This is an optimization exercise on Yosys and OpenROAD, whose aim is small area and a short achievable clock period, not a production implementation.
No functional check of the RTL was part of this run.
Power figures rest on the tool's default switching activity, not on a simulated workload.

===== design/flow/run.sh =====
#!/bin/bash
# synth_recipe.tcl (not shown) runs the flow's synth.tcl, then flattens the netlist and writes it again
# the make line also repeats each setting of config.mk as NAME=value (left out here)
make -C /OpenROAD-flow-scripts/flow DESIGN_CONFIG=/design/flow/config.mk WORK_HOME=/design/flow/orfs CLKGATE_MAP_FILE= SYNTH_SCRIPT=/design/flow/synth_recipe.tcl finish

===== design/flow/config.mk =====
export PLATFORM = sky130hd
export DESIGN_NAME = PPU_gen2
export DESIGN_NICKNAME = PPU_gen2
export VERILOG_FILES = /design/flow/design.v
export SDC_FILE = /design/flow/constraint.sdc
export NUM_CORES = 4
export LEC_CHECK = 0
export CAP_MARGIN = 20
export CORE_MARGIN = 2
export CORE_UTILIZATION = 40
export CTS_BUF_LIST = sky130_fd_sc_hd__clkbuf_8
export CTS_CLUSTER_SIZE = 30
export SETUP_SLACK_MARGIN = 5
export SLEW_MARGIN = 20

===== design/flow/design.v =====
`timescale 1ns / 1ps
module PPU_gen2
(
    input wire[1:0] debug_in,
    input wire clk_in,				 
    input wire rst_in,				 
    input wire[2:0] ri_sel_in,		 
    input wire ri_ncs_in,			 
    input wire ri_r_nw_in,			 
    input wire[7:0] ri_d_in,		 
    input wire[7:0] vram_d_in,		 
    output wire[2:0] debug_out,
	output reg vde,
    output reg hsync_out,			 
    output reg vsync_out,			 
    output wire[1:0] r_out,          
    output wire[1:0] g_out,          
    output wire[1:0] b_out,          
    output wire[7:0] ri_d_out,       
    output wire nvbl_out,			 
    output wire[13:0] vram_a_out,	 
    output reg[7:0] vram_d_out,		 
    output reg vram_wr_out			 
);
    reg ri_address_inc;  
    reg next_ri_address_inc;
    reg ri_address_update, next_ri_address_update;   
    reg ri_inc_sel, next_ri_inc_sel;      
    reg ri_v_name, next_ri_v_name;
    reg[4:0] ri_v_tile, next_ri_v_tile;
    reg[2:0] ri_v_fine, next_ri_v_fine;  
    reg ri_h_name, next_ri_h_name;
    reg[2:0] ri_h_fine, next_ri_h_fine;
    reg[4:0] ri_h_tile, next_ri_h_tile;  
    reg ri_background_select, next_ri_background_select;   
    reg[7:0] ri_cpu_data_out, next_ri_cpu_data_out;  
    reg ri_sprite_height, next_ri_sprite_height;     
    reg ri_sprite_select, next_ri_sprite_select;     
    reg ri_vblank, next_ri_vblank;   
    reg ri_byte_sel, next_ri_byte_sel;   
    reg[7:0] ri_read_buf, next_ri_read_buf;     
    reg ri_read_buf_update, next_ri_read_buf_update;     
    reg[7:0] ri_oam_address, next_ri_oam_address;    
    reg ri_prev_ncs;     
    reg ri_prev_vblank;  
    reg[7:0] ri_oam_d;   
    reg ri_oam_wr;   
    reg ri_bg_enable, next_ri_bg_enable;    
    reg ri_spr_enable, next_ri_spr_enable;   
    reg ri_bg_clip_enable, next_ri_bg_clip_enable;  
    reg ri_spr_clip_enable, next_ri_spr_clip_enable;     
    reg ri_nmi_enable, next_ri_nmi_enable;   
    reg ri_pram_wr;  
    wire horiz_advance;
    wire vram_pal;       
    wire vblank;     
    wire ri_spr0_hit;
    wire ri_spr_overflow;
    wire[7:0] ri_oam_q;
    wire[7:0] ri_pram_q;
    assign debug_out = {ri_spr0_hit, ri_spr_enable, ri_bg_enable};
    always @(posedge clk_in or posedge rst_in)
    begin
        if (rst_in)
        begin
            ri_v_fine <= 3'h0;
            ri_v_tile <= 5'h00;
            ri_v_name <= 1'h0;
            ri_h_fine <= 3'h0;
            ri_h_tile <= 5'h00;
            ri_h_name <= 1'h0;
            ri_background_select <= 1'h0;
            ri_cpu_data_out <= 8'h00;
            ri_address_update <= 1'h0;
            ri_nmi_enable <= 1'h0;
            ri_sprite_height <= 1'h0;
            ri_sprite_select <= 1'h0;
            ri_inc_sel <= 1'h0;
            ri_spr_enable <= 1'h0;
            ri_bg_enable <= 1'h0;
            ri_spr_clip_enable <= 1'h0;
            ri_bg_clip_enable <= 1'h0;
            ri_vblank <= 1'h0;
            ri_byte_sel <= 1'h0;
            ri_read_buf <= 8'h00;
            ri_read_buf_update <= 1'h0;
            ri_oam_address <= 8'h00;
            ri_prev_ncs <= 1'h1;
            ri_prev_vblank <= 1'h0;
            ri_address_inc <= 1'b0;
        end
        else if(horiz_advance)
        begin
            ri_v_fine            <= next_ri_v_fine;
            ri_v_tile            <= next_ri_v_tile;
            ri_v_name             <= next_ri_v_name;
            ri_h_fine            <= next_ri_h_fine;
            ri_h_tile           <= next_ri_h_tile;
            ri_h_name             <= next_ri_h_name;
            ri_background_select             <= next_ri_background_select;
            ri_cpu_data_out     <= next_ri_cpu_data_out;
            ri_address_update <= next_ri_address_update;
            ri_nmi_enable       <= next_ri_nmi_enable;
            ri_sprite_height         <= next_ri_sprite_height;
            ri_sprite_select    <= next_ri_sprite_select;
            ri_inc_sel     <= next_ri_inc_sel;
            ri_spr_enable        <= next_ri_spr_enable;
            ri_bg_enable         <= next_ri_bg_enable;
            ri_spr_clip_enable   <= next_ri_spr_clip_enable;
            ri_bg_clip_enable    <= next_ri_bg_clip_enable;
            ri_vblank        <= next_ri_vblank;
            ri_byte_sel      <= next_ri_byte_sel;
            ri_read_buf        <= next_ri_read_buf;
            ri_read_buf_update        <= next_ri_read_buf_update;
            ri_oam_address     <= next_ri_oam_address;
            ri_prev_ncs        <= ri_ncs_in;
            ri_prev_vblank     <= vblank;
            ri_address_inc <= next_ri_address_inc;
        end
    end
    always @(*)
    begin
        next_ri_v_fine = ri_v_fine;
        next_ri_v_tile          = ri_v_tile;
        next_ri_v_name           = ri_v_name;
        next_ri_h_fine          = ri_h_fine;
        next_ri_h_tile          = ri_h_tile;
        next_ri_h_name           = ri_h_name;
        next_ri_background_select           = ri_background_select;
        next_ri_cpu_data_out   = ri_cpu_data_out;
        next_ri_nmi_enable     = ri_nmi_enable;
        next_ri_sprite_height       = ri_sprite_height;
        next_ri_sprite_select  = ri_sprite_select;
        next_ri_inc_sel   = ri_inc_sel;
        next_ri_spr_enable      = ri_spr_enable;
        next_ri_bg_enable       = ri_bg_enable;
        next_ri_spr_clip_enable = ri_spr_clip_enable;
        next_ri_bg_clip_enable  = ri_bg_clip_enable;
        next_ri_byte_sel    = ri_byte_sel;
        next_ri_oam_address   = ri_oam_address;
        vram_wr_out = 1'b0;
        vram_d_out  = 8'h00;
        ri_pram_wr = 1'b0;
        next_ri_address_inc = 1'b0;
        ri_oam_d  = 8'h00;
        ri_oam_wr = 1'b0;
        next_ri_read_buf_update = 1'b0;
        next_ri_address_update = 1'b0;
        next_ri_read_buf = (ri_read_buf_update) ? vram_d_in : ri_read_buf;
        if(~ri_prev_vblank & vblank)
            next_ri_vblank = 1'b1;
        else if(~vblank)
            next_ri_vblank = 1'b0;
        else
            next_ri_vblank = ri_vblank;
        if (ri_prev_ncs & ~ri_ncs_in)
        begin
            if (ri_r_nw_in)
            begin
                case (ri_sel_in)
                    3'h2:   
                    begin
                        next_ri_cpu_data_out = {ri_vblank, ri_spr0_hit, ri_spr_overflow, 5'b00000};
                        next_ri_byte_sel = 1'b0;
                        next_ri_vblank = 1'b0;
                    end
                    3'h4:   
                    begin
                        next_ri_cpu_data_out = ri_oam_q;
                    end
                    3'h7:   
                    begin
                        next_ri_cpu_data_out  = vram_pal ? ri_pram_q : ri_read_buf;
                        next_ri_read_buf_update = 1'b1;
                        next_ri_address_inc = 1'b1;
                    end
                    default: ;
                endcase
            end
            else
            begin
                case (ri_sel_in)
                    3'h0:   
                    begin
                        next_ri_nmi_enable = ri_d_in[7];
                        next_ri_sprite_height = ri_d_in[5];
                        next_ri_background_select = ri_d_in[4];
                        next_ri_sprite_select = ri_d_in[3];
                        next_ri_inc_sel  = ri_d_in[2];
                        next_ri_v_name = ri_d_in[1];
                        next_ri_h_name = ri_d_in[0];
                    end
                    3'h1:   
                    begin
                        next_ri_spr_enable = ri_d_in[4];
                        next_ri_bg_enable = ri_d_in[3];
                        next_ri_spr_clip_enable = ~ri_d_in[2];
                        next_ri_bg_clip_enable = ~ri_d_in[1];
                    end
                    3'h3:   
                    begin
                        next_ri_oam_address = ri_d_in;
                    end
                    3'h4:   
                    begin
                        ri_oam_d = ri_d_in;
                        ri_oam_wr = 1'b1;
                        next_ri_oam_address = ri_oam_address + 8'h01;
                    end
                    3'h5:   
                    begin
                        next_ri_byte_sel = ~ri_byte_sel;
                        if (~ri_byte_sel)
                        begin
                            next_ri_h_fine = ri_d_in[2:0];
                            next_ri_h_tile = ri_d_in[7:3];
                        end
                        else
                        begin
                            next_ri_v_fine = ri_d_in[2:0];
                            next_ri_v_tile = ri_d_in[7:3];
                        end
                    end
                    3'h6:   
                    begin
                        next_ri_byte_sel = ~ri_byte_sel;
                        if (~ri_byte_sel)
                        begin
                            next_ri_v_fine = {1'b0, ri_d_in[5:4]};
                            next_ri_v_name = ri_d_in[3];
                            next_ri_h_name = ri_d_in[2];
                            next_ri_v_tile[4:3] = ri_d_in[1:0];
                        end
                        else
                        begin
                            next_ri_v_tile[2:0] = ri_d_in[7:5];
                            next_ri_h_tile = ri_d_in[4:0];
                            next_ri_address_update = 1'b1;
                        end
                    end
                    3'h7:   
                    begin
                        if (vram_pal)
                            ri_pram_wr = 1'b1;
                        else
                            vram_wr_out = 1'b1;
                        vram_d_out = ri_d_in;
                        next_ri_address_inc = 1'b1;
                    end
                    default: ;
                endcase
            end
        end
    end
    assign ri_d_out = (~ri_ncs_in & ri_r_nw_in) ? ri_cpu_data_out : 8'h00;
    wire ri_spr_enable_nx = horiz_advance ? next_ri_spr_enable : ri_spr_enable;
    wire ri_bg_enable_nx = horiz_advance ? next_ri_bg_enable : ri_bg_enable;
    wire ri_background_select_nx = horiz_advance ? next_ri_background_select : ri_background_select;
    wire[7:0] ri_oam_address_nx = horiz_advance ? next_ri_oam_address : ri_oam_address;
    reg[9:0] vesa_col;	 
    reg[9:0] vesa_line;	 
    reg active_rows;
    reg active_render_area;
    reg active_draw_area;
    reg HSYNC;
    reg VSYNC;
    reg[2:0] horiz_scaler;
    wire col_last = (vesa_col == 10'd799);
    wire[9:0] vesa_col_nx = col_last ? 10'h00 : vesa_col + 10'h01;
    wire[9:0] vesa_line_nx = col_last ? ((vesa_line == 10'd524) ? 10'h00 : vesa_line + 10'h01) : vesa_line;
    wire active_rows_nx = (vesa_line == 10'h00) ? 1'b1 : (vesa_line == 10'd480) ? 1'b0 : active_rows;
    wire active_render_nx = (active_rows && vesa_col == 10'd777) ? 1'b1 : (vesa_col == 10'd637) ? 1'b0 : active_render_area;
    wire active_draw_nx = (active_rows && col_last) ? 1'b1 : (vesa_col == 10'd639) ? 1'b0 : active_draw_area;
    wire[2:0] horiz_scaler_nx = (horiz_scaler == 3'b100) ? 3'b000 : horiz_scaler + 3'b001;
    wire vblank_nx = ~(active_rows_nx | active_draw_nx);
    reg vblank_r;
    reg horiz_advance_r;
    always @(posedge clk_in or posedge rst_in)
    begin
        if(rst_in)
        begin
            vesa_col <= 0;
            vesa_line <= 0;
            active_rows <= 0;
            active_render_area <= 0;
            active_draw_area <= 0;
            horiz_scaler <= 0;
            HSYNC <= 1'b0;
            VSYNC <= 1'b0;
            vblank_r <= 1'b1;
            horiz_advance_r <= 1'b1;
        end
        else
        begin
            vesa_col <= vesa_col_nx;
            vesa_line <= vesa_line_nx;
            active_rows <= active_rows_nx;
            active_render_area <= active_render_nx;
            active_draw_area <= active_draw_nx;
            horiz_scaler <= horiz_scaler_nx;
            vblank_r <= vblank_nx;
            horiz_advance_r <= (horiz_scaler_nx == 3'b000) | (horiz_scaler_nx == 3'b010);
            if(vesa_col <= 10'd751 && vesa_col >= 10'd656)
                HSYNC <= 1'b0;
            else
                HSYNC <= 1'b1;
            if(vesa_line == 10'd491 || vesa_line == 10'd492)
                VSYNC <= 1'b0;
            else
                VSYNC <= 1'b1;
        end
    end
    assign horiz_advance = horiz_advance_r;
    assign vblank = vblank_r;    
    assign nvbl_out = ~(ri_vblank & ri_nmi_enable);
    reg[7:0] NES_col;
    reg[7:0] NES_row;
    reg vert_scaler;
    reg prev_active_rows;
    always @(posedge clk_in or posedge rst_in)
    begin
        if(rst_in)
        begin
            NES_col <= 0;
            NES_row <= 0;
            vert_scaler <= 0;
            prev_active_rows <= 1'b0;
        end
        else if(horiz_advance)
        begin
            if(active_render_area)
            begin
                NES_col <= NES_col + 8'd01;
                if(NES_col == 8'd255)
                begin
                    vert_scaler <= ~vert_scaler;
                    if(vert_scaler)
                    begin
                        if(NES_row == 8'd239)
                            NES_row <= 8'h00;
                        else
                            NES_row <= NES_row + 8'h01;
                    end
                end
            end
            else if(active_rows)
            begin
                NES_col <= 8'h00;
            end
            else
            begin
                NES_col <= 8'h00;
                NES_row <= 8'h00;
                vert_scaler <= 1'b0;
            end
            prev_active_rows <= active_rows;
        end
    end
    wire[7:0] NES_col_nx = ~horiz_advance ? NES_col : active_render_area ? NES_col + 8'd01 : 8'h00;
    reg v_name, next_v_name;     
    reg h_name, next_h_name;     
    reg[4:0] v_tile, next_v_tile;    
    reg[4:0] h_tile, next_h_tile;    
    reg[2:0] v_fine, next_v_fine;    
    reg[7:0] picture_address, next_picture_address;  
    reg[1:0] tile_attribute, next_tile_attribute;    
    reg[7:0] pattern_data0, next_pattern_data0;      
    reg[8:0] bg_shift3, next_bg_shift3;      
    reg[8:0] bg_shift2, next_bg_shift2;      
    reg[15:0] bg_shift1, next_bg_shift1;     
    reg[15:0] bg_shift0, next_bg_shift0;     
    reg[13:0] bg_vram_a;
    always @(posedge clk_in or posedge rst_in)
    begin
        if (rst_in)
        begin
            v_fine <= 3'h0;
            v_tile <= 5'h00;
            v_name <= 1'h0;
            h_tile <= 5'h00;
            h_name <= 1'h0;
            picture_address <= 8'h00;
            tile_attribute <= 2'h0;
            pattern_data0 <= 8'h00;
            bg_shift3 <= 9'h000;
            bg_shift2 <= 9'h000;
            bg_shift1 <= 16'h0000;
            bg_shift0 <= 16'h0000;
        end
        else if(horiz_advance)
        begin
            v_fine <= next_v_fine;
            v_tile <= next_v_tile;
            v_name <= next_v_name;
            h_tile <= next_h_tile;
            h_name <= next_h_name;
            picture_address <= next_picture_address;
            tile_attribute <= next_tile_attribute;
            pattern_data0 <= next_pattern_data0;
            bg_shift3 <= next_bg_shift3;
            bg_shift2 <= next_bg_shift2;
            bg_shift1 <= next_bg_shift1;
            bg_shift0 <= next_bg_shift0;
        end
    end
    reg update_v_count;  
    reg update_h_count;  
    reg inc_v_count;     
    reg inc_h_count;     
    always @(*)
    begin
        next_v_fine = v_fine;
        next_v_name = v_name;
        next_h_name  = h_name;
        next_v_tile = v_tile;
        next_h_tile = h_tile;
        if(ri_address_inc)
        begin
            if(ri_inc_sel)
                {next_v_fine, next_v_name, next_h_name, next_v_tile} = {v_fine, v_name, h_name, v_tile} + 10'h001;
            else
                {next_v_fine, next_v_name, next_h_name, next_v_tile, next_h_tile} = {v_fine, v_name, h_name, v_tile, h_tile} + 15'h0001;
        end
        else
        begin
            if(inc_v_count)
            begin
                if(v_fine == 3'b111 && v_tile == 5'b11101)
                begin
                    next_v_name = ~v_name;
                    next_v_tile = 5'h00;
                    next_v_fine = 3'h0;
                end
                else
                begin
                    {next_v_tile, next_v_fine} = {v_tile, v_fine} + 8'h01;
                end
            end
            if(inc_h_count)
            begin
                {next_h_name, next_h_tile} = {h_name, h_tile} + 6'h01;
            end
            if(update_v_count || ri_address_update)
            begin
                next_v_name  = ri_v_name;
                next_v_tile = ri_v_tile;
                next_v_fine = ri_v_fine;
            end
            if(update_h_count || ri_address_update)
            begin
                next_h_name  = ri_h_name;
                next_h_tile = ri_h_tile;
            end
        end
    end
    always @(*)
    begin
        next_picture_address = picture_address;
        next_tile_attribute = tile_attribute;
        next_pattern_data0 = pattern_data0;
        next_bg_shift3 = bg_shift3;
        next_bg_shift2 = bg_shift2;
        next_bg_shift1 = bg_shift1;
        next_bg_shift0 = bg_shift0;
        update_v_count = 1'b0;
        inc_v_count = 1'b0;
        update_h_count = 1'b0;
        inc_h_count = 1'b0;
        bg_vram_a = {v_fine[1:0], v_name, h_name, v_tile, h_tile};
        if(ri_bg_enable && active_rows && ~prev_active_rows)
        begin
            update_h_count = 1'b1;
            update_v_count = 1'b1;
        end
        if(ri_bg_enable && active_render_area)
        begin
            if(NES_col == 8'd255)    
            begin
                update_h_count = 1'b1;
                if(vert_scaler)     
                begin
                    if(NES_row == 8'd239)   
                        update_v_count = 1'b1;
                    else
                        inc_v_count = 1'b1;
                end
            end
            else if(NES_col[2:0] == 3'h7)
            begin
                inc_h_count = 1'b1;
            end
            next_bg_shift3 = {bg_shift3[8], bg_shift3[8:1]};
            next_bg_shift2 = {bg_shift2[8], bg_shift2[8:1]};
            next_bg_shift1 = {1'b0, bg_shift1[15:1]};
            next_bg_shift0 = {1'b0, bg_shift0[15:1]};
            if(NES_col[2:0] == 3'h7)
            begin
                next_bg_shift3[8]  = tile_attribute[1];
                next_bg_shift2[8]  = tile_attribute[0];
                next_bg_shift1[15] = vram_d_in[0];
                next_bg_shift1[14] = vram_d_in[1];
                next_bg_shift1[13] = vram_d_in[2];
                next_bg_shift1[12] = vram_d_in[3];
                next_bg_shift1[11] = vram_d_in[4];
                next_bg_shift1[10] = vram_d_in[5];
                next_bg_shift1[9] = vram_d_in[6];
                next_bg_shift1[8] = vram_d_in[7];
                next_bg_shift0[15] = pattern_data0[0];
                next_bg_shift0[14] = pattern_data0[1];
                next_bg_shift0[13] = pattern_data0[2];
                next_bg_shift0[12] = pattern_data0[3];
                next_bg_shift0[11] = pattern_data0[4];
                next_bg_shift0[10] = pattern_data0[5];
                next_bg_shift0[9] = pattern_data0[6];
                next_bg_shift0[8] = pattern_data0[7];
            end
            case (NES_col[2:0])
            3'd0:
                bg_vram_a = {2'b10, v_name, h_name, v_tile, h_tile};
            3'd1:
            begin
                bg_vram_a = {2'b10, v_name, h_name, v_tile, h_tile};
                next_picture_address = vram_d_in;
            end
            3'd2:
                bg_vram_a = {2'b10, v_name, h_name, 4'b1111, v_tile[4:2], h_tile[4:2]};
            3'd3:
            begin
                bg_vram_a = {2'b10, v_name, h_name, 4'b1111, v_tile[4:2], h_tile[4:2]};
                next_tile_attribute = vram_d_in >> {v_tile[1], h_tile[1], 1'b0};
            end
            3'd4:
                bg_vram_a = {1'b0, ri_background_select, picture_address, 1'b0, v_fine};
            3'd5:
            begin
                bg_vram_a = {1'b0, ri_background_select, picture_address, 1'b0, v_fine};
                next_pattern_data0 = vram_d_in;
            end
            3'd6:
                bg_vram_a = {1'b0, ri_background_select, picture_address, 1'b1, v_fine};
            3'd7:
            begin
                bg_vram_a = {1'b0, ri_background_select, picture_address, 1'b1, v_fine};
            end
            endcase
        end
    end
    wire v_name_nx = horiz_advance ? next_v_name : v_name;
    wire h_name_nx = horiz_advance ? next_h_name : h_name;
    wire[4:0] v_tile_nx = horiz_advance ? next_v_tile : v_tile;
    wire[4:0] h_tile_nx = horiz_advance ? next_h_tile : h_tile;
    wire[2:0] v_fine_nx = horiz_advance ? next_v_fine : v_fine;
    wire[7:0] picture_address_nx = horiz_advance ? next_picture_address : picture_address;
    reg[13:0] bg_vram_a_nx;
    always @(*)
    begin
        bg_vram_a_nx = {v_fine_nx[1:0], v_name_nx, h_name_nx, v_tile_nx, h_tile_nx};
        if(ri_bg_enable_nx && active_render_nx)
        begin
            case (NES_col_nx[2:1])
            2'd0: bg_vram_a_nx = {2'b10, v_name_nx, h_name_nx, v_tile_nx, h_tile_nx};
            2'd1: bg_vram_a_nx = {2'b10, v_name_nx, h_name_nx, 4'b1111, v_tile_nx[4:2], h_tile_nx[4:2]};
            2'd2: bg_vram_a_nx = {1'b0, ri_background_select_nx, picture_address_nx, 1'b0, v_fine_nx};
            2'd3: bg_vram_a_nx = {1'b0, ri_background_select_nx, picture_address_nx, 1'b1, v_fine_nx};
            endcase
        end
    end
    wire clip;
    wire clip_area;
    wire[3:0] bg_palette_index;
    assign clip_area = (NES_col < 8'd16) & (|NES_col[7:3]);  
    assign clip = ri_bg_clip_enable && clip_area;
    assign bg_palette_index = (~clip & ri_bg_enable & debug_in[0]) ? {bg_shift3[ri_h_fine], bg_shift2[ri_h_fine], bg_shift1[ri_h_fine], bg_shift0[ri_h_fine]} : 4'h0;
    wire[7:0] OAM_d;
    reg[7:0] OAM_q;
    wire OAM_wren;
    reg[7:0] m_OAM[255:0];
    reg[15:0] OAM_sel_hi;
    reg[15:0] OAM_sel_lo;
    reg[7:0] OAM_grp[15:0];
    reg[7:0] OAM_rd;
    integer oi, oj;
    always @(*)
    begin
        for(oi = 0; oi < 16; oi = oi + 1)
        begin
            OAM_grp[oi] = 8'h00;
            for(oj = 0; oj < 16; oj = oj + 1)
                OAM_grp[oi] = OAM_grp[oi] | (m_OAM[oi * 16 + oj] & {8{OAM_sel_lo[oj]}});
        end
        OAM_rd = 8'h00;
        for(oi = 0; oi < 16; oi = oi + 1)
            OAM_rd = OAM_rd | (OAM_grp[oi] & {8{OAM_sel_hi[oi]}});
    end
    wire[15:0] OAM_wr_hi = OAM_sel_hi & {16{OAM_wren}};
    always @(posedge clk_in)
    begin
        OAM_q <= OAM_wren ? OAM_d : OAM_rd;
        for(oi = 0; oi < 256; oi = oi + 1)
            if(OAM_wr_hi[oi >> 4] & OAM_sel_lo[oi & 15])
                m_OAM[oi] <= OAM_d;
    end
    wire[4:0] sec_OAM_a;
    wire[7:0] sec_OAM_d;
    wire[7:0] sec_OAM_q;
    wire sec_OAM_wren;
    reg[3:0] m_sec_y[7:0];
    reg[7:0] m_sec_tile[7:0];
    reg[4:0] m_sec_attr[7:0];
    reg[7:0] m_sec_x[7:0];
    reg[4:0] sec_attr_q;
    always @(posedge clk_in)
    begin
        if(sec_OAM_wren)
        begin
            case(sec_OAM_a[1:0])
                2'b00: m_sec_y[sec_OAM_a[4:2]] <= sec_OAM_d[3:0];
                2'b01: m_sec_tile[sec_OAM_a[4:2]] <= sec_OAM_d;
                2'b10: m_sec_attr[sec_OAM_a[4:2]] <= {sec_OAM_d[7:5], sec_OAM_d[1:0]};
                2'b11: m_sec_x[sec_OAM_a[4:2]] <= sec_OAM_d;
            endcase
        end
    end
    always @(*)
        sec_attr_q = m_sec_attr[sec_OAM_a[4:2]];
    assign sec_OAM_q = (sec_OAM_a[1:0] == 2'b00) ? {4'h0, m_sec_y[sec_OAM_a[4:2]]} :
                       (sec_OAM_a[1:0] == 2'b01) ? m_sec_tile[sec_OAM_a[4:2]] :
                       (sec_OAM_a[1:0] == 2'b10) ? {sec_attr_q[4:2], 3'b000, sec_attr_q[1:0]} :
                       m_sec_x[sec_OAM_a[4:2]];
    reg[3:0] state;
    localparam[3:0]
		S_IDLE = 4'h0,
		S_CLEAR = 4'h1,
		S_EVALUATE = 4'h2,
		S_EVALUATE_NOP = 4'h3,
		S_LOAD_NOP = 4'h4,
		S_LOAD_REGS = 4'h5,
		S_FETCH_NOP = 4'h6,
		S_FETCH_PATTERN_LOW = 4'h7,
		S_FETCH_PATTERN_HIGH = 4'h8;
    reg[7:0] OAM_address;
    reg[5:0] sec_OAM_address;
    reg gate_sec_OAM;
    reg sec_OAM_write;
    reg[12:0] spr_vram_a;
    reg[15:0] spr_shift_low[7:0];     
    reg[15:0] spr_shift_high[7:0];    
    reg[5:0] spr_attribute[7:0];     
    reg[7:0] spr_col[7:0];           
    reg[3:0] spr_row;
    reg spr_v_invert;
    reg spr_h_invert;
    reg spr_primary_exists;  
    reg sprite_overflow;
    reg[1:0] spr_timer;
    reg[7:0] OAM_address_nx;
    reg[12:0] spr_vram_a_nx;
    wire[8:0] spr_y_compare;
    wire spr_in_range;
    wire spr_timer_nz;
    assign spr_y_compare = NES_row + ~OAM_q + {7'h0, vert_scaler};
    assign sec_OAM_d = ((sec_OAM_address[1:0] == 2'b00) ? spr_y_compare[7:0] : OAM_q) | {8{~gate_sec_OAM}};   
    assign spr_in_range = (~|spr_y_compare[8:4]) & (~spr_y_compare[3] | ri_sprite_height);
    assign spr_timer_nz = |spr_timer;
    assign sec_OAM_wren = sec_OAM_write;
    assign sec_OAM_a = sec_OAM_address[4:0];
    wire OAM_cpu_nx = vblank_nx | ~ri_spr_enable_nx;
    reg OAM_cpu_r;
    wire[7:0] OAM_a_nx = OAM_cpu_nx ? ri_oam_address_nx : OAM_address_nx;
    always @(posedge clk_in or posedge rst_in)
    begin
        if(rst_in)
        begin
            OAM_cpu_r <= 1'b1;
            OAM_sel_hi <= 16'h0001;
            OAM_sel_lo <= 16'h0001;
        end
        else
        begin
            OAM_cpu_r <= OAM_cpu_nx;
            OAM_sel_hi <= 16'h0001 << OAM_a_nx[7:4];
            OAM_sel_lo <= 16'h0001 << OAM_a_nx[3:0];
        end
    end
    assign OAM_wren = OAM_cpu_r ? ri_oam_wr : 1'b0;
    assign OAM_d = ri_d_in;     
    assign ri_oam_q = OAM_q;
    assign ri_spr_overflow = sprite_overflow;
    always @(posedge clk_in or posedge rst_in)
    begin
        if(rst_in)
        begin
            state <= S_IDLE;
            OAM_address <= 8'h00;
            sec_OAM_address <= 6'h00;
            gate_sec_OAM <= 1'b0;
            sec_OAM_write <= 1'b0;
            spr_vram_a <= 13'h0000;
            spr_shift_low[0] <= 16'h0000;
            spr_shift_low[1] <= 16'h0000;
            spr_shift_low[2] <= 16'h0000;
            spr_shift_low[3] <= 16'h0000;
            spr_shift_low[4] <= 16'h0000;
            spr_shift_low[5] <= 16'h0000;
            spr_shift_low[6] <= 16'h0000;
            spr_shift_low[7] <= 16'h0000;
            spr_shift_high[0] <= 16'h0000;
            spr_shift_high[1] <= 16'h0000;
            spr_shift_high[2] <= 16'h0000;
            spr_shift_high[3] <= 16'h0000;
            spr_shift_high[4] <= 16'h0000;
            spr_shift_high[5] <= 16'h0000;
            spr_shift_high[6] <= 16'h0000;
            spr_shift_high[7] <= 16'h0000;
            spr_attribute[0] <= 6'h00;
            spr_attribute[1] <= 6'h00;
            spr_attribute[2] <= 6'h00;
            spr_attribute[3] <= 6'h00;
            spr_attribute[4] <= 6'h00;
            spr_attribute[5] <= 6'h00;
            spr_attribute[6] <= 6'h00;
            spr_attribute[7] <= 6'h00;
            spr_col[0] <= 8'h00;
            spr_col[1] <= 8'h00;
            spr_col[2] <= 8'h00;
            spr_col[3] <= 8'h00;
            spr_col[4] <= 8'h00;
            spr_col[5] <= 8'h00;
            spr_col[6] <= 8'h00;
            spr_col[7] <= 8'h00;
            spr_row <= 4'h0;
            spr_v_invert <= 1'b0;
            spr_h_invert <= 1'b0;
            spr_primary_exists <= 1'b0;
            sprite_overflow <= 1'b0;
            spr_timer <= 2'b00;
        end
        else
        begin
            OAM_address <= OAM_address_nx;
            spr_vram_a <= spr_vram_a_nx;
            if(active_rows && ~prev_active_rows)
                sprite_overflow <= 1'b0;
            if(active_render_area & (|NES_row[7:0]))
            begin
                if(horiz_advance)
                begin
                    spr_col[0] <= (|spr_col[0]) ? (spr_col[0] - 8'h01) : spr_col[0];
                    spr_col[1] <= (|spr_col[1]) ? (spr_col[1] - 8'h01) : spr_col[1];
                    spr_col[2] <= (|spr_col[2]) ? (spr_col[2] - 8'h01) : spr_col[2];
                    spr_col[3] <= (|spr_col[3]) ? (spr_col[3] - 8'h01) : spr_col[3];
                    spr_col[4] <= (|spr_col[4]) ? (spr_col[4] - 8'h01) : spr_col[4];
                    spr_col[5] <= (|spr_col[5]) ? (spr_col[5] - 8'h01) : spr_col[5];
                    spr_col[6] <= (|spr_col[6]) ? (spr_col[6] - 8'h01) : spr_col[6];
                    spr_col[7] <= (|spr_col[7]) ? (spr_col[7] - 8'h01) : spr_col[7];
                    spr_shift_low[0] <= ~(|spr_col[0]) ? ({1'b0, spr_shift_low[0][15:1]}) : spr_shift_low[0];
                    spr_shift_low[1] <= ~(|spr_col[1]) ? ({1'b0, spr_shift_low[1][15:1]}) : spr_shift_low[1];
                    spr_shift_low[2] <= ~(|spr_col[2]) ? ({1'b0, spr_shift_low[2][15:1]}) : spr_shift_low[2];
                    spr_shift_low[3] <= ~(|spr_col[3]) ? ({1'b0, spr_shift_low[3][15:1]}) : spr_shift_low[3];
                    spr_shift_low[4] <= ~(|spr_col[4]) ? ({1'b0, spr_shift_low[4][15:1]}) : spr_shift_low[4];
                    spr_shift_low[5] <= ~(|spr_col[5]) ? ({1'b0, spr_shift_low[5][15:1]}) : spr_shift_low[5];
                    spr_shift_low[6] <= ~(|spr_col[6]) ? ({1'b0, spr_shift_low[6][15:1]}) : spr_shift_low[6];
                    spr_shift_low[7] <= ~(|spr_col[7]) ? ({1'b0, spr_shift_low[7][15:1]}) : spr_shift_low[7];
                    spr_shift_high[0] <= ~(|spr_col[0]) ? ({1'b0, spr_shift_high[0][15:1]}) : spr_shift_high[0];
                    spr_shift_high[1] <= ~(|spr_col[1]) ? ({1'b0, spr_shift_high[1][15:1]}) : spr_shift_high[1];
                    spr_shift_high[2] <= ~(|spr_col[2]) ? ({1'b0, spr_shift_high[2][15:1]}) : spr_shift_high[2];
                    spr_shift_high[3] <= ~(|spr_col[3]) ? ({1'b0, spr_shift_high[3][15:1]}) : spr_shift_high[3];
                    spr_shift_high[4] <= ~(|spr_col[4]) ? ({1'b0, spr_shift_high[4][15:1]}) : spr_shift_high[4];
                    spr_shift_high[5] <= ~(|spr_col[5]) ? ({1'b0, spr_shift_high[5][15:1]}) : spr_shift_high[5];
                    spr_shift_high[6] <= ~(|spr_col[6]) ? ({1'b0, spr_shift_high[6][15:1]}) : spr_shift_high[6];
                    spr_shift_high[7] <= ~(|spr_col[7]) ? ({1'b0, spr_shift_high[7][15:1]}) : spr_shift_high[7];
                end
            end
            else
            begin
                spr_shift_low[0][7:0] <= 8'h00;
                spr_shift_low[1][7:0] <= 8'h00;
                spr_shift_low[2][7:0] <= 8'h00;
                spr_shift_low[3][7:0] <= 8'h00;
                spr_shift_low[4][7:0] <= 8'h00;
                spr_shift_low[5][7:0] <= 8'h00;
                spr_shift_low[6][7:0] <= 8'h00;
                spr_shift_low[7][7:0] <= 8'h00;
                spr_shift_high[0][7:0] <= 8'h00;
                spr_shift_high[1][7:0] <= 8'h00;
                spr_shift_high[2][7:0] <= 8'h00;
                spr_shift_high[3][7:0] <= 8'h00;
                spr_shift_high[4][7:0] <= 8'h00;
                spr_shift_high[5][7:0] <= 8'h00;
                spr_shift_high[6][7:0] <= 8'h00;
                spr_shift_high[7][7:0] <= 8'h00;
            end
            if(spr_timer_nz)
                spr_timer <= spr_timer - 2'b01;
            case(state)
                S_IDLE:
                begin
                    sec_OAM_address <= 6'h00;
                    gate_sec_OAM <= 1'b0;
                    sec_OAM_write <= 1'b0;
                    if(active_render_area & ri_spr_enable)
                    begin
                        sec_OAM_write <= 1'b1;
                        state <= S_CLEAR;
                    end
                end
                S_CLEAR:
                begin
                    sec_OAM_address[4:0] <= sec_OAM_address[4:0] + 5'h01;
                    if(&sec_OAM_address[4:0])
                    begin
                        gate_sec_OAM <= 1'b1;
                        state <= S_EVALUATE;
                    end
                end
                S_EVALUATE:
                begin
                    sec_OAM_write <= 1'b0;
                    state <= S_EVALUATE_NOP;
                    if(spr_in_range | (|sec_OAM_address[1:0]))    
                    begin
                        sec_OAM_address <= sec_OAM_address[4:0] + 5'h01;
                        if(~(|sec_OAM_address[5:2]))
                            spr_primary_exists <= 1'b1;
                    end
                    else     
                    begin
                        if(~(|sec_OAM_address[5:2]))
                            spr_primary_exists <= 1'b0;
                    end
                    if(sec_OAM_address[5] && spr_in_range)
                    begin
                        sec_OAM_address <= 6'h00;
                        sprite_overflow <= 1'b1;
                        state <= S_LOAD_NOP;
                    end
                end
                S_EVALUATE_NOP:
                begin
                    sec_OAM_write <= ~sec_OAM_address[5];    
                    state <= S_EVALUATE;
                    if(OAM_address == 8'h00)     
                    begin
                        sec_OAM_write <= 1'b0;
                        sec_OAM_address <= 6'h00;
                        state <= S_LOAD_NOP;
                    end
                end
                S_LOAD_NOP:
                begin
                    if(~active_render_area)    
                        state <= S_LOAD_REGS;
                end
                S_LOAD_REGS:
                begin
                    case(sec_OAM_address[1:0])
                        2'b00:
                        begin
                            sec_OAM_address <= sec_OAM_address + 5'h01;
                            spr_row <= sec_OAM_q[3:0];   
                            state <= S_LOAD_NOP;
                        end
                        2'b01:
                        begin
                            sec_OAM_address <= sec_OAM_address + 5'h01;
                            state <= S_LOAD_NOP;
                        end
                        2'b10:
                        begin
                            sec_OAM_address <= sec_OAM_address + 5'h01;
                            spr_attribute[sec_OAM_address[4:2]] <= sec_OAM_q[5:0];    
                            spr_v_invert <= sec_OAM_q[7];    
                            spr_h_invert <= sec_OAM_q[6];
                            state <= S_LOAD_NOP;
                        end
                        2'b11:
                        begin
                            spr_col[sec_OAM_address[4:2]] <= sec_OAM_q;  
                            state <= S_FETCH_PATTERN_LOW;
                        end
                    endcase
                    spr_timer <= 2'h3;
                end
                S_FETCH_PATTERN_LOW:
                begin
                    if(~spr_timer_nz)
                    begin
                        if(spr_h_invert)
                            spr_shift_low[sec_OAM_address[4:2]][15:8] <= vram_d_in[7:0];
                        else
                        begin
                            spr_shift_low[sec_OAM_address[4:2]][15] <= vram_d_in[0];
                            spr_shift_low[sec_OAM_address[4:2]][14] <= vram_d_in[1];
                            spr_shift_low[sec_OAM_address[4:2]][13] <= vram_d_in[2];
                            spr_shift_low[sec_OAM_address[4:2]][12] <= vram_d_in[3];
                            spr_shift_low[sec_OAM_address[4:2]][11] <= vram_d_in[4];
                            spr_shift_low[sec_OAM_address[4:2]][10] <= vram_d_in[5];
                            spr_shift_low[sec_OAM_address[4:2]][9] <= vram_d_in[6];
                            spr_shift_low[sec_OAM_address[4:2]][8] <= vram_d_in[7];
                        end
                        spr_timer <= 2'h3;
                        state <= S_FETCH_PATTERN_HIGH;
                    end
                end
                S_FETCH_PATTERN_HIGH:
                begin
                    if(~spr_timer_nz)
                    begin
                        sec_OAM_address <= sec_OAM_address + 5'h01;
                        if(spr_h_invert)
                            spr_shift_high[sec_OAM_address[4:2]][15:8] <= vram_d_in[7:0];
                        else
                        begin
                            spr_shift_high[sec_OAM_address[4:2]][15] <= vram_d_in[0];
                            spr_shift_high[sec_OAM_address[4:2]][14] <= vram_d_in[1];
                            spr_shift_high[sec_OAM_address[4:2]][13] <= vram_d_in[2];
                            spr_shift_high[sec_OAM_address[4:2]][12] <= vram_d_in[3];
                            spr_shift_high[sec_OAM_address[4:2]][11] <= vram_d_in[4];
                            spr_shift_high[sec_OAM_address[4:2]][10] <= vram_d_in[5];
                            spr_shift_high[sec_OAM_address[4:2]][9] <= vram_d_in[6];
                            spr_shift_high[sec_OAM_address[4:2]][8] <= vram_d_in[7];
                        end
                        if(&sec_OAM_address[4:2])
                            state <= S_IDLE;
                        else
                            state <= S_LOAD_NOP;
                    end
                end
                default: ;
            endcase
        end
    end
    always @(*)
    begin
        OAM_address_nx = OAM_address;
        spr_vram_a_nx = spr_vram_a;
        case(state)
            S_IDLE:
                OAM_address_nx = 8'h00;
            S_EVALUATE:
                OAM_address_nx = (spr_in_range | (|sec_OAM_address[1:0])) ? OAM_address + 8'h01 : OAM_address + 8'h04;
            S_LOAD_REGS:
            begin
                case(sec_OAM_address[1:0])
                    2'b01:
                    begin
                        if(ri_sprite_height)
                            spr_vram_a_nx[12:5] = {sec_OAM_q[0], sec_OAM_q[7:1]};
                        else
                            spr_vram_a_nx[12:4] = {ri_sprite_select, sec_OAM_q[7:0]};
                    end
                    2'b11:
                    begin
                        if(ri_sprite_height)
                            spr_vram_a_nx[4] = spr_v_invert ^ spr_row[3];
                        spr_vram_a_nx[2:0] = {3{spr_v_invert}} ^ spr_row[2:0];
                    end
                    default: ;
                endcase
                spr_vram_a_nx[3] = 1'b0;
            end
            S_FETCH_PATTERN_LOW:
                if(~spr_timer_nz)
                    spr_vram_a_nx[3] = 1'b1;
            default: ;
        endcase
    end
    wire[3:0] spr_palette_index;
    wire spr_priority;
    wire spr_primary;
    assign spr_palette_index = (!(ri_spr_enable & debug_in[1]) || (ri_spr_clip_enable & clip_area)) ? 4'h0 : 
        (spr_shift_high[0][0] | spr_shift_low[0][0]) ? {spr_attribute[0][1:0], spr_shift_high[0][0], spr_shift_low[0][0]} : 
        (spr_shift_high[1][0] | spr_shift_low[1][0]) ? {spr_attribute[1][1:0], spr_shift_high[1][0], spr_shift_low[1][0]} : 
        (spr_shift_high[2][0] | spr_shift_low[2][0]) ? {spr_attribute[2][1:0], spr_shift_high[2][0], spr_shift_low[2][0]} : 
        (spr_shift_high[3][0] | spr_shift_low[3][0]) ? {spr_attribute[3][1:0], spr_shift_high[3][0], spr_shift_low[3][0]} : 
        (spr_shift_high[4][0] | spr_shift_low[4][0]) ? {spr_attribute[4][1:0], spr_shift_high[4][0], spr_shift_low[4][0]} : 
        (spr_shift_high[5][0] | spr_shift_low[5][0]) ? {spr_attribute[5][1:0], spr_shift_high[5][0], spr_shift_low[5][0]} : 
        (spr_shift_high[6][0] | spr_shift_low[6][0]) ? {spr_attribute[6][1:0], spr_shift_high[6][0], spr_shift_low[6][0]} : 
        (spr_shift_high[7][0] | spr_shift_low[7][0]) ? {spr_attribute[7][1:0], spr_shift_high[7][0], spr_shift_low[7][0]} : 4'h0;
    assign spr_priority = (!(ri_spr_enable & debug_in[1]) || (ri_spr_clip_enable & clip_area)) ? 1'b0 : 
        (spr_shift_high[0][0] | spr_shift_low[0][0]) ? spr_attribute[0][5] : 
        (spr_shift_high[1][0] | spr_shift_low[1][0]) ? spr_attribute[1][5] : 
        (spr_shift_high[2][0] | spr_shift_low[2][0]) ? spr_attribute[2][5] : 
        (spr_shift_high[3][0] | spr_shift_low[3][0]) ? spr_attribute[3][5] : 
        (spr_shift_high[4][0] | spr_shift_low[4][0]) ? spr_attribute[4][5] : 
        (spr_shift_high[5][0] | spr_shift_low[5][0]) ? spr_attribute[5][5] : 
        (spr_shift_high[6][0] | spr_shift_low[6][0]) ? spr_attribute[6][5] : 
        (spr_shift_high[7][0] | spr_shift_low[7][0]) ? spr_attribute[7][5] : 1'b0;
    assign spr_primary = (!(ri_spr_enable & debug_in[1]) || (ri_spr_clip_enable & clip_area)) ? 1'b0 : 
        (spr_shift_high[0][0] | spr_shift_low[0][0]) ? spr_primary_exists : 1'b0;
    reg[5:0] palette_ram [31:0];   
    reg[4:0] pram_a_hold;    
    wire[5:0] pram_q;
    wire[4:0] pram_a;    
    wire[4:0] pram_address;  
    reg pram_cpu_r;
    always @(posedge clk_in or posedge rst_in)
    begin
        if(rst_in)
            pram_cpu_r <= 1'b1;
        else
            pram_cpu_r <= vblank_nx | ~(ri_spr_enable_nx | ri_bg_enable_nx);
    end
    assign pram_a = pram_cpu_r ? ((vram_a_out[4:0] & 5'h03) ? (vram_a_out[4:0]) : (vram_a_out[4:0] & 5'h0f)) : (pram_address);
    always @(posedge clk_in)
    begin
        pram_a_hold <= pram_a;
        if(ri_pram_wr && !(pram_a[4] && pram_a[1:0] == 2'b00))
            palette_ram[pram_a] <= ri_d_in[5:0];     
    end
    assign pram_q = (pram_a_hold[4] && pram_a_hold[1:0] == 2'b00) ? 6'h00 : palette_ram[pram_a_hold];
    assign ri_pram_q = {2'b00, pram_q};
    reg[5:0] rgb_reg;
    reg[5:0] rgb_buf;
    reg spr0_hit;
    wire spr_foreground;
    wire spr_trans;
    wire bg_trans;
    assign spr_foreground  = ~spr_priority;
    assign spr_trans       = ~(|spr_palette_index[1:0]);
    assign bg_trans        = ~(|bg_palette_index[1:0]);
    assign ri_spr0_hit = spr0_hit;
    always @(posedge clk_in or posedge rst_in)
    begin
        if (rst_in)
            spr0_hit <= 1'b0;
        else
        begin
            if(active_rows & ~prev_active_rows)
                spr0_hit <= 1'b0;
            else if(spr_primary && !spr_trans && !bg_trans)
                spr0_hit <= 1'b1;
        end
    end
    assign pram_address = ((spr_foreground || bg_trans) && !spr_trans) ? {1'b1, spr_palette_index} : (!bg_trans) ? {1'b0, bg_palette_index} : 5'h00;
    always @(posedge clk_in)
    begin
    	 case (pram_q)
            6'h00: rgb_reg <= 6'o25;
            6'h01: rgb_reg <= 6'o02;
            6'h02: rgb_reg <= 6'o03;
            6'h03: rgb_reg <= 6'o22;
            6'h04: rgb_reg <= 6'o41;
            6'h05: rgb_reg <= 6'o42;
            6'h06: rgb_reg <= 6'o44;
            6'h07: rgb_reg <= 6'o45;
            6'h08: rgb_reg <= 6'o24;
            6'h09: rgb_reg <= 6'o04;
            6'h0a: rgb_reg <= 6'o10;
            6'h0b: rgb_reg <= 6'o10;
            6'h0c: rgb_reg <= 6'o05;
            6'h0d: rgb_reg <= 6'o00;
            6'h0e: rgb_reg <= 6'o00;
            6'h0f: rgb_reg <= 6'o00;
            6'h10: rgb_reg <= 6'o52;
            6'h11: rgb_reg <= 6'o13;
            6'h12: rgb_reg <= 6'o07;
            6'h13: rgb_reg <= 6'o23;
            6'h14: rgb_reg <= 6'o43;
            6'h15: rgb_reg <= 6'o62;
            6'h16: rgb_reg <= 6'o60;
            6'h17: rgb_reg <= 6'o64;
            6'h18: rgb_reg <= 6'o44;
            6'h19: rgb_reg <= 6'o30;
            6'h1a: rgb_reg <= 6'o10;
            6'h1b: rgb_reg <= 6'o11;
            6'h1c: rgb_reg <= 6'o12;
            6'h1d: rgb_reg <= 6'o00;
            6'h1e: rgb_reg <= 6'o00;
            6'h1f: rgb_reg <= 6'o00;
            6'h20: rgb_reg <= 6'o77;
            6'h21: rgb_reg <= 6'o37;
            6'h22: rgb_reg <= 6'o33;
            6'h23: rgb_reg <= 6'o67;
            6'h24: rgb_reg <= 6'o63;
            6'h25: rgb_reg <= 6'o73;
            6'h26: rgb_reg <= 6'o70;
            6'h27: rgb_reg <= 6'o71;
            6'h28: rgb_reg <= 6'o74;
            6'h29: rgb_reg <= 6'o54;
            6'h2a: rgb_reg <= 6'o14;
            6'h2b: rgb_reg <= 6'o37;
            6'h2c: rgb_reg <= 6'o17;
            6'h2d: rgb_reg <= 6'o25;
            6'h2e: rgb_reg <= 6'o00;
            6'h2f: rgb_reg <= 6'o00;
            6'h30: rgb_reg <= 6'o77;
            6'h31: rgb_reg <= 6'o57;
            6'h32: rgb_reg <= 6'o53;
            6'h33: rgb_reg <= 6'o66;
            6'h34: rgb_reg <= 6'o46;
            6'h35: rgb_reg <= 6'o72;
            6'h36: rgb_reg <= 6'o74;
            6'h37: rgb_reg <= 6'o75;
            6'h38: rgb_reg <= 6'o76;
            6'h39: rgb_reg <= 6'o55;
            6'h3a: rgb_reg <= 6'o35;
            6'h3b: rgb_reg <= 6'o37;
            6'h3c: rgb_reg <= 6'o57;
            6'h3d: rgb_reg <= 6'o52;
            6'h3e: rgb_reg <= 6'o00;
            6'h3f: rgb_reg <= 6'o00;
        endcase
    end
    always @(posedge clk_in or posedge rst_in)
    begin
        if(rst_in)
        begin
            rgb_buf <= 6'h00;
			vde <= 1'b0;
            hsync_out <= 1'b0;
            vsync_out <= 1'b0;
        end
        else
        begin
            if(~active_draw_area | (~ri_spr_enable & ~ri_bg_enable))
                rgb_buf <= 6'h00;
            else
                rgb_buf <= rgb_reg;
			vde <= active_draw_area;
            hsync_out <= HSYNC;
            vsync_out <= VSYNC;
        end
    end
    assign {r_out, g_out, b_out} = rgb_buf;
    reg[13:0] vram_a_r;
    always @(posedge clk_in or posedge rst_in)
    begin
        if(rst_in)
            vram_a_r <= 14'h0000;
        else
            vram_a_r <= (ri_spr_enable_nx && ~active_render_nx && ~vblank_nx) ? {1'b0, spr_vram_a_nx} : bg_vram_a_nx;
    end
    assign vram_a_out = vram_a_r;
    assign vram_pal = (vram_a_r[13:8] == 6'h3F);
endmodule

===== design/flow/constraint.sdc =====
create_clock -name core_clock -period 10.0 [get_ports {clk_in}]
set_input_delay 2.0000 -clock core_clock [delete_from_list [all_inputs] [get_ports {clk_in}]]
set_output_delay 2.0000 -clock core_clock [all_outputs]
set_load 0.01 [all_outputs]

==> results.py <==
metrics = {
    "clock_tree": {
        "cts_max_path_buffers": 4,
        "path_clk_slew_ns": 0.06,
        "cts_buffers": 480,
        "clkSinkCount": 3089,
        "cts_tree": "built",
        "cts_hold_buf": 0,
        "cts_root_buf": "clkbuf_8",
        "clock_latency_ns": 1.20,
        "htree_levels": 5,
    },
    "logic_synthesis": {
        "syn_area_per_cell_sq_um": 15.3,
        "synth_top_family_by_area": "compound AO/OA/AOI/OAI gates",
        "synthTopCellsByArea": "edfxtp_1 (60%), dfrtp_1 (13%), a22o_1 (2.8%), a221oi_1 (2.6%), a22oi_1 (2.2%)",
        "synth.distinct_cells": 102,
        "syn_inst": 7937,
        "seq_area_frac_synth_pct": 73.4,
        "ys_warn_count": 7,
        "synth_edf_count": 2436,
        "syn_area_sq_mm": 0.122,
        "synth_xor_xnor_area_share_pct": 0.489,
        "yosys-mux-area-fraction_pct": 4.44,
        "yosys.area.top_type": "edfxtp_1",
        "ys_ff_latch": 3089,
        "synthAdderAreaFrac_pct": 0.731,
        "yosys.area_share.simple_pct": 7.12,
        "synth_compound_gate_area_share_pct": 11.8,
        "synth_top_area_share_pct": 60.1,
        "async_flop_share_pct": 20.5,
        "dominantRegCellSynth": "edfxtp_1",
    },
    "global_route": {
        "grt_start_max_net_pins": 184,
        "antenna_found_initial": 13,
        "grt_pass1_vias": 74500,
        "grt_overflow": 0,
        "grt_first_pass_wirelength_um": 515000,
        "track_usage_pct": 22.3,
    },
    "sta": {
        "timing.fmax_ghz": 0.201,
        "final_hold_viol_count": 0,
        "post-route-period-util_pct": 49.6,
        "rsz0062_at_grt": "no",
        "slew_violations": 0,
        "relSlewSlack_pct": 19.2,
        "finalClockSkew_ns": 0.179,
        "layout_min_cycle_time_ns": 4.96,
        "finalSetupViolCount": 0,
        "tightest_slew_ns": 1.20,
    },
    "power": {
        "power_switching_w": 0.00716,
        "power.leakage_nw": 47.5,
        "vdd_drop_max_v": 0.000112,
        "p_seq_share_pct": 52.5,
        "power.density_mw_per_mm2": 199,
        "internal_power_w": 0.0199,
        "power.share.clock_pct": 37.8,
        "pwr-share-comb_pct": 9.7,
        "p_sw_share_pct": 26.4,
    },
    "critical_path": {
        "crit_chain": "dlygate4sd2_1 -> buf_6 -> and3_4 -> and3_1 -> clkdlybuf4s15_2",
        "end_kind": "output port",
        "worstPathArrival_ns": 2.96,
        "critical_path.startpoint_type": "primary input",
        "crit_fanout": 5,
        "worstSetupStartpoint": "ri_sel_in[2]",
        "path_depth": 5,
        "critical-path-slowest-cell": "dlygate4sd2_1",
        "required_ns": 8.00,
        "r2r_slack_ns": 5.28,
        "rr_worst_depth": 8,
        "timing.rr.start": "OAM_sel_lo[14]$_DFF_PP0_",
        "slowest_delay_ns": 0.25,
        "rr_endpoint": "OAM_q[7]$_DFF_P_",
        "critPathBufInv": 3,
        "worst-setup-path-type": "primary input to output port",
        "cp_top_family": "buffers and inverters",
    },
    "placed_design": {
        "dp_hpwl_um": 212000,
        "place.gp.congestion": 0.902,
        "place_inst": 11600,
        "port_buffers": 68,
        "place_area_sq_mm": 0.127,
    },
    "drt": {
        "detail_route.first_pass.iterations": 8,
        "drc": 0,
        "antenna_left": 0,
        "drtIter0Drc": 10200,
        "wirelength_um": 353000,
        "routed-via-count": 76000,
        "routedWlPerCell_um": 28.2,
        "vias_per_cell": 6.06,
    },
    "outcome": {
        "status": "no timing/DRC/antenna violations",
    },
    "worst_hold_path": {
        "holdPathEnd": "hsync_out$_DFF_PP0_",
        "hp-start": "HSYNC$_DFF_PP0_",
        "whs_path_depth": 0,
        "hold_path.class": "flop to flop",
    },
    "die": {
        "fp-row-count": 202,
        "dieArea_sq_mm": 0.309,
        "initial_core_util_pct": 40.2,
        "core_area_sq_mm": 0.303,
        "die_h_um": 556,
        "ios": 69,
        "fp.dieW_um": 556,
    },
    "final_layout": {
        "drive_gt1_share_pct": 12.5,
        "multi_input_area_sq_mm": 0.0302,
        "largestRegisters": "m_OAM (2048), palette_ram (188)",
        "finalNonFillerCells": 12500,
        "top_register": "m_OAM",
        "largest_reg_flops": 2048,
        "fill_cells": 26400,
        "area_delta_synth_final_pct": 12.0,
        "fin_nets": 8241,
        "regArea_sq_mm": 0.0895,
        "design_area_sq_mm": 0.136,
    },
    "run": {
        "maxCapViolCount": 0,
    },
}
## timing repair
action | CTS | global route
pin swaps | 2 | 0
setup buffers | 8 | 0
gates resized for setup | 62 | 7
gates cloned | 3 | 0
endpoints found under the setup margin | 17 | 11
## metal layers
metal  share of wire [%]  vias up  GRT usage (%)
li1                    -    32200              -
met3                  10      661           4.86
met2                  46     4464           34.8
met5               0.012        -              0
met1                  41    38700           31.4
met4                 2.8        6           6.22
## worst max-delay path by stage
stage / to / slack, ns
floorplan: HSYNC$_DFF_PP0_ / -0.65
global placement: vram_d_out[7] / 4.14
detailed placement: vram_d_out[4] / 4.05
CTS: vram_wr_out / 4.96
global route: vram_d_out[7] / 5.01
finish: vram_d_out[6] / 5.04
## cells in the mapped netlist (all sizes together) (34+ instances only)
cell type and number:
a21oi 242, a221oi 366, a22o 388, a22oi 356, and2 34, and3 311, buf 114, clkbuf 409
dfrtp 627, edfxtp 2436, ha 68, inv 99, mux2 86, mux2i 180, mux4 116, nand2 580
nand2b 35, nand3 127, nand4 158, nor2 298, nor3 57, nor4 41, o21ai 252, o22ai 177
xnor2 41
## power groups by stage
stage | clock (W) | sequential [W] | combinational [W]
3_5_place_dp | 0 | 0.0145 | 0.00258
3_3_place_gp | 0 | 0.0145 | 0.00257
2_1_floorplan | 0 | 0.0143 | 0.00151
4_1_cts | 0.0104 | 0.0142 | 0.00259
6_report | 0.0102 | 0.0142 | 0.00263
5_1_grt | 0.0110 | 0.0142 | 0.00276
## per-stage QoR
step	TNS [ns]	worst slack, ns	util [%]	hold WS (ns)	power [W]
6_report	0	5.04	45.1	0.415	0.0271
5_1_grt	0	5.01	45.1	0.434	0.0280
4_1_cts	0	4.96	45.1	0.407	0.0272
3_5_place_dp	0	4.05	42.0	0.410	0.0171
3_3_place_gp	0	4.14	41.9	0.413	0.0170
2_1_floorplan	-409.49	-0.653	-	0.331	0.0158
## final cells by class
| type | count | area share (%) |
|---|---|---|
| antenna | 8 | 0.0147 |
| clock buffer | 509 | 5.13 |
| clock inverter | 386 | 1.64 |
| inverter | 101 | 0.281 |
| multi-input combinational | 4246 | 22.1 |
| sequential | 3089 | 65.6 |
| tap | 3978 | 3.65 |
| timing repair buffer | 228 | 1.61 |
## kinds of logic (layout without fill, tap and decap cells)
logic type / after synthesis / after routing
flops: 3089 / 3089
simple gates: 1744 / 1747
other cells: 1 / 28
buf+inv: 624 / 1224
mux: 382 / 382
compound gates: 1959 / 1959
fa+ha+maj: 70 / 70
xor+xnor: 68 / 68
## cells in the final DEF (no fill, tap or decap), types with 140 or more instances in the layout
master    count
edfxtp_1   2436
dfrtp_1     610
nand2_1     580
clkbuf_8    510
a22o_1      388
a221oi_1    366
a22oi_1     355
and3_1      308
nor2_1      294
o21ai_0     243
a21oi_1     240
inv_1       239
mux2i_1     179
o22ai_1     177
nand4_1     158
clkinv_1    140

[afterwards: timing with drivers on the ports]
The results above use ideal ports. As a check the final layout listed here was re-extracted and re-timed, cells and wires unchanged. Step 1 (the two cells are an assumption about what drives the block):
set clk [get_ports {clk_in}]
set_driving_cell -lib_cell sky130_fd_sc_hd__clkbuf_16 $clk
set_driving_cell -lib_cell sky130_fd_sc_hd__buf_2 [delete_from_list [all_inputs] $clk]
Step 2 adds t to the input delays and takes it off the output delays; t is the mean of the earliest and latest rising clock arrival at the registers after step 1. Input paths then give back, and output paths get back, about the clock's delay inside the block. Three values: ideal, step 1, step 2; two values: the first two.
shift t [ns]: 1.177
setup slack, ns: 5.035 / 4.985 / 4.388
worst setup path at the end: input to register
latest minus earliest clock arrival (ns): 0.227 / 0.227
After both steps setup and hold are still met in this run. The setup slack of this run moves by -0.050 ns with the drivers and by -0.647 ns with both steps.
